From an optimization exercise on the open Yosys and OpenROAD flow, aimed at small area; shortcuts taken in it are not production practice.
At most, simulation tests tie the RTL to the original design; equivalence was not proved.
Power figures rest on the tool's default switching activity, not on a simulated workload.

==> inputs of v7 <==
==> flow/design.v <==
module finalproject(clk,rst,keypad_row,keypad_col,dot_row,dot_col,seven_seg);
	input clk,rst;
	output [3:0] keypad_row;
	input [3:0] keypad_col;
	output [7:0] dot_row,dot_col;
	output [6:0] seven_seg;
	assign keypad_row = 4'b0000;
	function [3:0] dig(input [7:0] x);
		reg [7:0] p;
		begin
			p = x[6:3] * x[4:1];
			dig = {p[5], p[4], x[7], p[3]};
		end
	endfunction
	function [7:0] back(input [7:0] x);
		back = {x[0] ^ x[6] ^ x[5] ^ x[4], x[7:1]};
	endfunction
	reg [3:0] c10;		 
	reg [2:0] c5;		 
	reg [6:0] ph;		 
	reg [2:0] q;		 
	reg [7:0] r;
	reg [15:0] f;
	reg fp;			 
	wire scan = (c10 == 4'd4);
	wire upd = scan & (c5 == 3'd3);
	wire step = (c10 == 4'd9) & (c5 == 3'd5) & (ph == 7'd0);
	wire [3:0] d = dig(r);
	wire [3:0] x = dig(back(back(back(back(back(r))))));
	wire [8:0] y = {fp, r[7], r[6], r[5], r[4], r[3], r[2], r[1], r[0]};
	wire ta = (~y[4] & y[8]) |
		(~y[0] & y[2] & y[3] & y[4] & ~y[5] & ~y[6] & ~y[7]) |
		(y[0] & y[1] & y[2] & ~y[3] & ~y[4] & y[6]) |
		(y[1] & ~y[3] & y[4] & ~y[5] & ~y[6] & ~y[7]) |
		(y[1] & y[2] & y[3] & ~y[4] & ~y[5] & ~y[6] & y[7]) |
		(~y[0] & y[1] & y[2] & ~y[3] & y[4] & y[5] & y[6]) |
		(y[0] & ~y[1] & y[2] & ~y[3] & y[6] & y[7]) |
		(~y[0] & y[2] & y[3] & ~y[4] & y[5] & ~y[6] & y[7]) |
		(~y[0] & y[1] & ~y[2] & y[4] & y[5] & y[6] & y[7]) |
		(y[0] & y[1] & ~y[2] & ~y[4] & y[5] & ~y[6] & ~y[7]) |
		(y[0] & y[1] & y[2] & ~y[4] & y[5] & y[6] & ~y[7]) |
		(y[0] & y[1] & ~y[2] & ~y[3] & ~y[4] & ~y[5] & ~y[6]) |
		(~y[0] & ~y[1] & y[2] & y[3] & ~y[4] & y[5] & y[7]) |
		(~y[0] & y[1] & y[2] & y[3] & ~y[4] & y[6] & ~y[7]) |
		(~y[0] & y[1] & ~y[2] & ~y[3] & ~y[4] & ~y[5] & y[6]) |
		(y[0] & ~y[1] & ~y[2] & ~y[3] & y[4] & ~y[5] & ~y[7]) |
		(~y[0] & ~y[1] & ~y[3] & ~y[4] & ~y[5] & ~y[6] & ~y[7]) |
		(~y[0] & y[1] & y[2] & y[3] & y[4] & ~y[6] & ~y[7]) |
		(y[0] & ~y[2] & ~y[3] & y[4] & y[5] & ~y[6] & y[7]) |
		(~y[0] & ~y[1] & ~y[2] & y[3] & ~y[4] & ~y[5] & y[6] & ~y[7]) |
		(y[0] & ~y[1] & y[2] & y[3] & ~y[4] & ~y[5] & ~y[6] & ~y[7]) |
		(y[0] & ~y[1] & ~y[2] & ~y[3] & y[5] & y[6] & ~y[7] & ~y[8]) |
		(~y[0] & ~y[1] & ~y[2] & ~y[3] & ~y[4] & y[5] & y[6] & y[7]);
	wire tb = (~y[5] & y[8]) |
		(y[0] & ~y[1] & ~y[2] & ~y[3] & y[4] & y[6] & ~y[7]) |
		(~y[0] & y[1] & y[2] & y[3] & ~y[4] & ~y[6] & y[7]) |
		(y[0] & ~y[2] & y[4] & ~y[5] & ~y[6] & ~y[7]) |
		(y[0] & y[1] & y[2] & ~y[3] & ~y[4] & y[6] & ~y[7]) |
		(~y[0] & ~y[1] & y[2] & y[3] & y[4] & ~y[5] & y[6]) |
		(y[0] & y[1] & ~y[2] & ~y[3] & ~y[4] & ~y[5] & ~y[6]) |
		(y[0] & ~y[2] & ~y[3] & y[4] & y[5] & ~y[6] & y[7]) |
		(~y[0] & y[1] & y[2] & y[3] & ~y[4] & y[6] & ~y[7]) |
		(~y[0] & y[1] & y[2] & ~y[3] & y[4] & y[5] & y[6] & ~y[7]) |
		(y[0] & y[1] & ~y[2] & ~y[4] & y[5] & ~y[6] & ~y[7] & ~y[8]) |
		(~y[0] & y[1] & y[2] & y[3] & y[4] & y[5] & ~y[6] & ~y[7]) |
		(y[0] & ~y[1] & y[2] & y[3] & ~y[4] & ~y[5] & ~y[6] & ~y[7]);
	wire hi = (~y[3] & y[8]);
	wire clr = ~(ta & tb) & ph[0] & (ph[2:1] == {tb, ta}) & (ph[6:3] == {1'b0, hi, hi, 1'b0});
	wire [15:0] sel = 16'd1 << d;
	wire [15:0] xs = 16'd1 << x;
	always @(posedge clk or negedge rst) begin
		if (~rst) begin
			c10 <= 4'd0;
			c5 <= 3'd0;
			ph <= 7'd50;
			q <= 3'd7;
			r <= 8'd1;
			f <= 16'd0;
			fp <= 1'b1;
		end else begin
			c10 <= (c10 == 4'd9) ? 4'd0 : c10 + 4'd1;
			if (scan) begin
				c5 <= (c5 == 3'd5) ? 3'd1 : c5 + 3'd1;
				q <= q + 3'd1;
			end
			if (upd) begin
				ph <= (ph == 7'd99) ? 7'd0 : ph + 7'd1;
				f <= (f | sel) & ~(xs & {16{clr}});
				if (clr & hi & ph[2]) fp <= 1'b0;
			end
			if (step)
				r <= {r[6:0], r[7] ^ r[5] ^ r[4] ^ r[3]};
		end
	end
	assign dot_row = (c5 != 3'd0) ? ~(8'h80 >> q) : 8'h00;
	wire [3:0] cg0 = {f[0], f[10], f[11], f[15]};
	wire [3:0] cg1 = {f[1], f[2], f[3], f[14]};
	wire [3:0] cg2 = {f[4], f[5], f[6], f[13]};
	wire [3:0] cg3 = {f[7], f[8], f[9], f[12]};
	wire [3:0] g = {cg0[q[2:1]], cg1[q[2:1]], cg2[q[2:1]], cg3[q[2:1]]};
	assign dot_col = {g[3], g[3], g[2], g[2], g[1], g[1], g[0], g[0]};
	reg [6:0] seg;
	always @(*) begin
		case (d)
		4'h0: seg = 7'b1000000;
		4'h1: seg = 7'b1111001;
		4'h2: seg = 7'b0100100;
		4'h3: seg = 7'b0110000;
		4'h4: seg = 7'b0011001;
		4'h5: seg = 7'b0010010;
		4'h6: seg = 7'b0000010;
		4'h7: seg = 7'b1111000;
		4'h8: seg = 7'b0000000;
		4'h9: seg = 7'b0010000;
		4'ha: seg = 7'b0001000;
		4'hb: seg = 7'b0000011;
		4'hc: seg = 7'b1000110;
		4'hd: seg = 7'b0100001;
		4'he: seg = 7'b0000110;
		default: seg = 7'b0001110;
		endcase
	end
	assign seven_seg = seg;
endmodule
==> flow/flow/run.sh <==
#!/bin/bash
set -euo pipefail
bash standard.sh "BUFFER_PORTS_ARGS=-buffer_cell sky130_fd_sc_hd__buf_1" finish > standard_flow.log 2>&1
==> flow/standard.sh <==
#!/bin/bash
# synth_recipe.tcl (not shown) runs the flow's synth.tcl, then flattens the netlist and writes it again
# the make line also repeats each setting of config.mk as NAME=value (left out here)
make -C /OpenROAD-flow-scripts/flow DESIGN_CONFIG=/design/flow/config.mk WORK_HOME=/design/flow/orfs CLKGATE_MAP_FILE= SYNTH_SCRIPT=/design/flow/synth_recipe.tcl "${@:-finish}"
==> flow/config.mk <==
export PLATFORM = sky130hd
export DESIGN_NAME = finalproject
export DESIGN_NICKNAME = finalproject
export VERILOG_FILES = /design/flow/design.v
export SDC_FILE = /design/flow/constraint.sdc
export NUM_CORES = 4
export LEC_CHECK = 0
export CAP_MARGIN = 20
export CORE_MARGIN = 2
export CORE_UTILIZATION = 40
export CTS_BUF_LIST = sky130_fd_sc_hd__clkbuf_16
export CTS_CLUSTER_DIAMETER = 200
export CTS_CLUSTER_SIZE = 50
export PLACE_DENSITY = 0.6
export SLEW_MARGIN = 20
==> flow/constraint.sdc <==
create_clock -name core_clock -period 10.0 [get_ports {clk}]
set_input_delay 2.0000 -clock core_clock [delete_from_list [all_inputs] [get_ports {clk}]]
set_output_delay 2.0000 -clock core_clock [all_outputs]
set_load 0.01 [all_outputs]
==> v23 (differences from v7) <==
==> flow/design.v (replaced) <==
module finalproject(clk,rst,keypad_row,keypad_col,dot_row,dot_col,seven_seg);
	input clk,rst;
	output [3:0] keypad_row;
	input [3:0] keypad_col;
	output [7:0] dot_row,dot_col;
	output [6:0] seven_seg;
	assign keypad_row = 4'b0000;
	function [3:0] dig(input [7:0] x);
		reg [7:0] p;
		begin
			p = x[6:3] * x[4:1];
			dig = {p[5], p[4], x[7], p[3]};
		end
	endfunction
	function [3:0] hole(input [3:0] d);
		case (d)
			4'hf: hole = 4'd0;  4'he: hole = 4'd1;  4'hd: hole = 4'd2;  4'hc: hole = 4'd3;
			4'hb: hole = 4'd4;  4'h3: hole = 4'd5;  4'h6: hole = 4'd6;  4'h9: hole = 4'd7;
			4'ha: hole = 4'd8;  4'h2: hole = 4'd9;  4'h5: hole = 4'd10; 4'h8: hole = 4'd11;
			4'h0: hole = 4'd12; 4'h1: hole = 4'd13; 4'h4: hole = 4'd14; default: hole = 4'd15;
		endcase
	endfunction
	function [7:0] back(input [7:0] x);
		back = {x[0] ^ x[6] ^ x[5] ^ x[4], x[7:1]};
	endfunction
	reg [3:0] c10;		 
	reg [2:0] c5;		 
	reg [6:0] ph;		 
	reg [2:0] q;		 
	reg started;
	reg [7:0] r;
	reg [15:0] f;
	reg [2:0] e0, e1, e2, e3, e4, e5;
	wire scan = (c10 == 4'd4);
	wire upd = scan & (c5 == 3'd3);
	wire step = (c10 == 4'd9) & (c5 == 3'd0) & (ph == 7'd0);
	wire [3:0] d = dig(r);
	wire [3:0] k = hole(d);
	wire [3:0] x = hole(dig(back(back(back(back(back(r)))))));
	wire clr = ~(e5[1] & e5[0]) & ph[0] & (ph[2:1] == e5[1:0]) & (ph[6:3] == {1'b0, e5[2], e5[2], 1'b0});
	wire setnow = ~f[k];
	always @(posedge clk or negedge rst) begin
		if (~rst) begin
			c10 <= 4'd0;
			c5 <= 3'd0;
			ph <= 7'd50;
			q <= 3'd7;
			started <= 1'b0;
			r <= 8'd1;
			f <= 16'd0;
			e0 <= 3'd3; e1 <= 3'd3; e2 <= 3'd3; e3 <= 3'd3; e4 <= 3'd3; e5 <= 3'd3;
		end else begin
			c10 <= (c10 == 4'd9) ? 4'd0 : c10 + 4'd1;
			if (scan) begin
				c5 <= (c5 == 3'd4) ? 3'd0 : c5 + 3'd1;
				q <= q + 3'd1;
				started <= 1'b1;
			end
			if (upd) begin
				ph <= (ph == 7'd99) ? 7'd0 : ph + 7'd1;
				if (setnow) e0 <= {ph[5], ph[2:1]};
			end
			if (step) begin
				r <= {r[6:0], r[7] ^ r[5] ^ r[4] ^ r[3]};
				e0 <= 3'd3; e1 <= e0; e2 <= e1; e3 <= e2; e4 <= e3; e5 <= e4;
			end
			if (upd) f <= (f & ~({15'd0, clr} << x)) | ({15'd0, setnow} << k);
		end
	end
	assign dot_row = started ? ~(8'h80 >> q) : 8'h00;
	wire [3:0] g = f >> {q[2:1], 2'b00};
	assign dot_col = {g[0], g[0], g[1], g[1], g[2], g[2], g[3], g[3]};
	reg [6:0] seg;
	always @(*) begin
		case (d)
		4'h0: seg = 7'b1000000;
		4'h1: seg = 7'b1111001;
		4'h2: seg = 7'b0100100;
		4'h3: seg = 7'b0110000;
		4'h4: seg = 7'b0011001;
		4'h5: seg = 7'b0010010;
		4'h6: seg = 7'b0000010;
		4'h7: seg = 7'b1111000;
		4'h8: seg = 7'b0000000;
		4'h9: seg = 7'b0010000;
		4'ha: seg = 7'b0001000;
		4'hb: seg = 7'b0000011;
		4'hc: seg = 7'b1000110;
		4'hd: seg = 7'b0100001;
		4'he: seg = 7'b0000110;
		default: seg = 7'b0001110;
		endcase
	end
	assign seven_seg = seg;
endmodule
==> flow/run.sh (new file) <==
#!/bin/bash
# synth_recipe.tcl (not shown) runs the flow's synth.tcl, then flattens the netlist and writes it again
# the make line also repeats each setting of config.mk as NAME=value (left out here)
make -C /OpenROAD-flow-scripts/flow DESIGN_CONFIG=/design/flow/config.mk WORK_HOME=/design/flow/orfs CLKGATE_MAP_FILE= SYNTH_SCRIPT=/design/flow/synth_recipe.tcl finish
Settings changed: CTS_BUF_LIST sky130_fd_sc_hd__clkbuf_16 to not set, CTS_CLUSTER_DIAMETER 200 to not set, CTS_CLUSTER_SIZE 50 to not set.
removed: flow/flow/run.sh
removed: flow/standard.sh
==> implementation parameters <==
Parameter                              Value

Clocking
  Number of buffers added by the clock tree synthesis step    9

Drt
  Met2 WL post-DR    3960 µm

Timing
  PnR worst setup slack    3.93 ns

Outcome
  Outcome    complete, no violations

Global routing
  Met2 capacity usage during global routing    26.8%

Setup path
  Largest driver fanout on the critical path    16

Floorplan
  Cell Rows    37
  Die Width    106 µm
  CORE AREA    10200 µm²

Synthesis
  Synth Instances    459
  Top cells by area in the synthesized netlist    sky130_fd_sc_hd__dfrtp_1 24%, sky130_fd_sc_hd__dfstp_2 12%, sky130_fd_sc_hd__nand2_1 9.5%

Hold path
  Worst min-delay path endpoint    e4[1]
[end of results for v23]
==> implementation parameters <==
Parameter                              Value

Outcome
  Outcome    complete, no violations

Floorplan
  Cell Rows    35
  Die Width    101 µm
  CORE AREA    9150 µm²

Setup path
  Beginning of the critical path    r[4]
  Critical path data arrival time    3.94 ns
  Largest driver fanout on the critical path    23

Global routing
  Met2 capacity usage during global routing    26.7%

Synthesis
  Synth cell types    64
  Proportion of register bits with asynchronous set or reset after synthesis    100%
  Synth Instances    407

Power and ir drop
  Overall power of the completed layout    336 µW

Timing
  PnR worst setup slack    4.06 ns

Layout
  Regs by FF count    f x16, r x8, ph x7

Clocking
  Number of buffers added by the clock tree synthesis step    5
[end of results for v7]
Function not checked in v7: the RTL went through the layout flow alone.

## separate check: timing with driven ports
The results above use ideal ports. As a check the final layouts listed here were re-extracted and re-timed, cells and wires unchanged.
Step 1 assumes that a clkbuf_16 drives the clock port and a buf_2 every other input.
Step 2 moves the port delays by t, midway between the first and last clock arrival at a register: inputs arrive t later, outputs are due t later. That takes back most of the time a late clock gives input paths.
Three values: ideal ports, drivers, drivers and shift; two values: the first two.
run | t (ns) | setup WS [ns] | worst hold slack (ns) | slew at the worst register clock pin (ns) | worst data-port slew with drivers (ns)
v7 | 0.314 | 4.061 / 4.027 / 4.341 | 0.519 / 0.519 / 0.519 | 0.06 / 0.06 | 0.03
v23 | 0.355 | 3.928 / 3.898 / 4.254 | 0.452 / 0.452 / 0.452 | 0.07 / 0.07 | 0.02
After both steps every run listed still meets setup and hold.
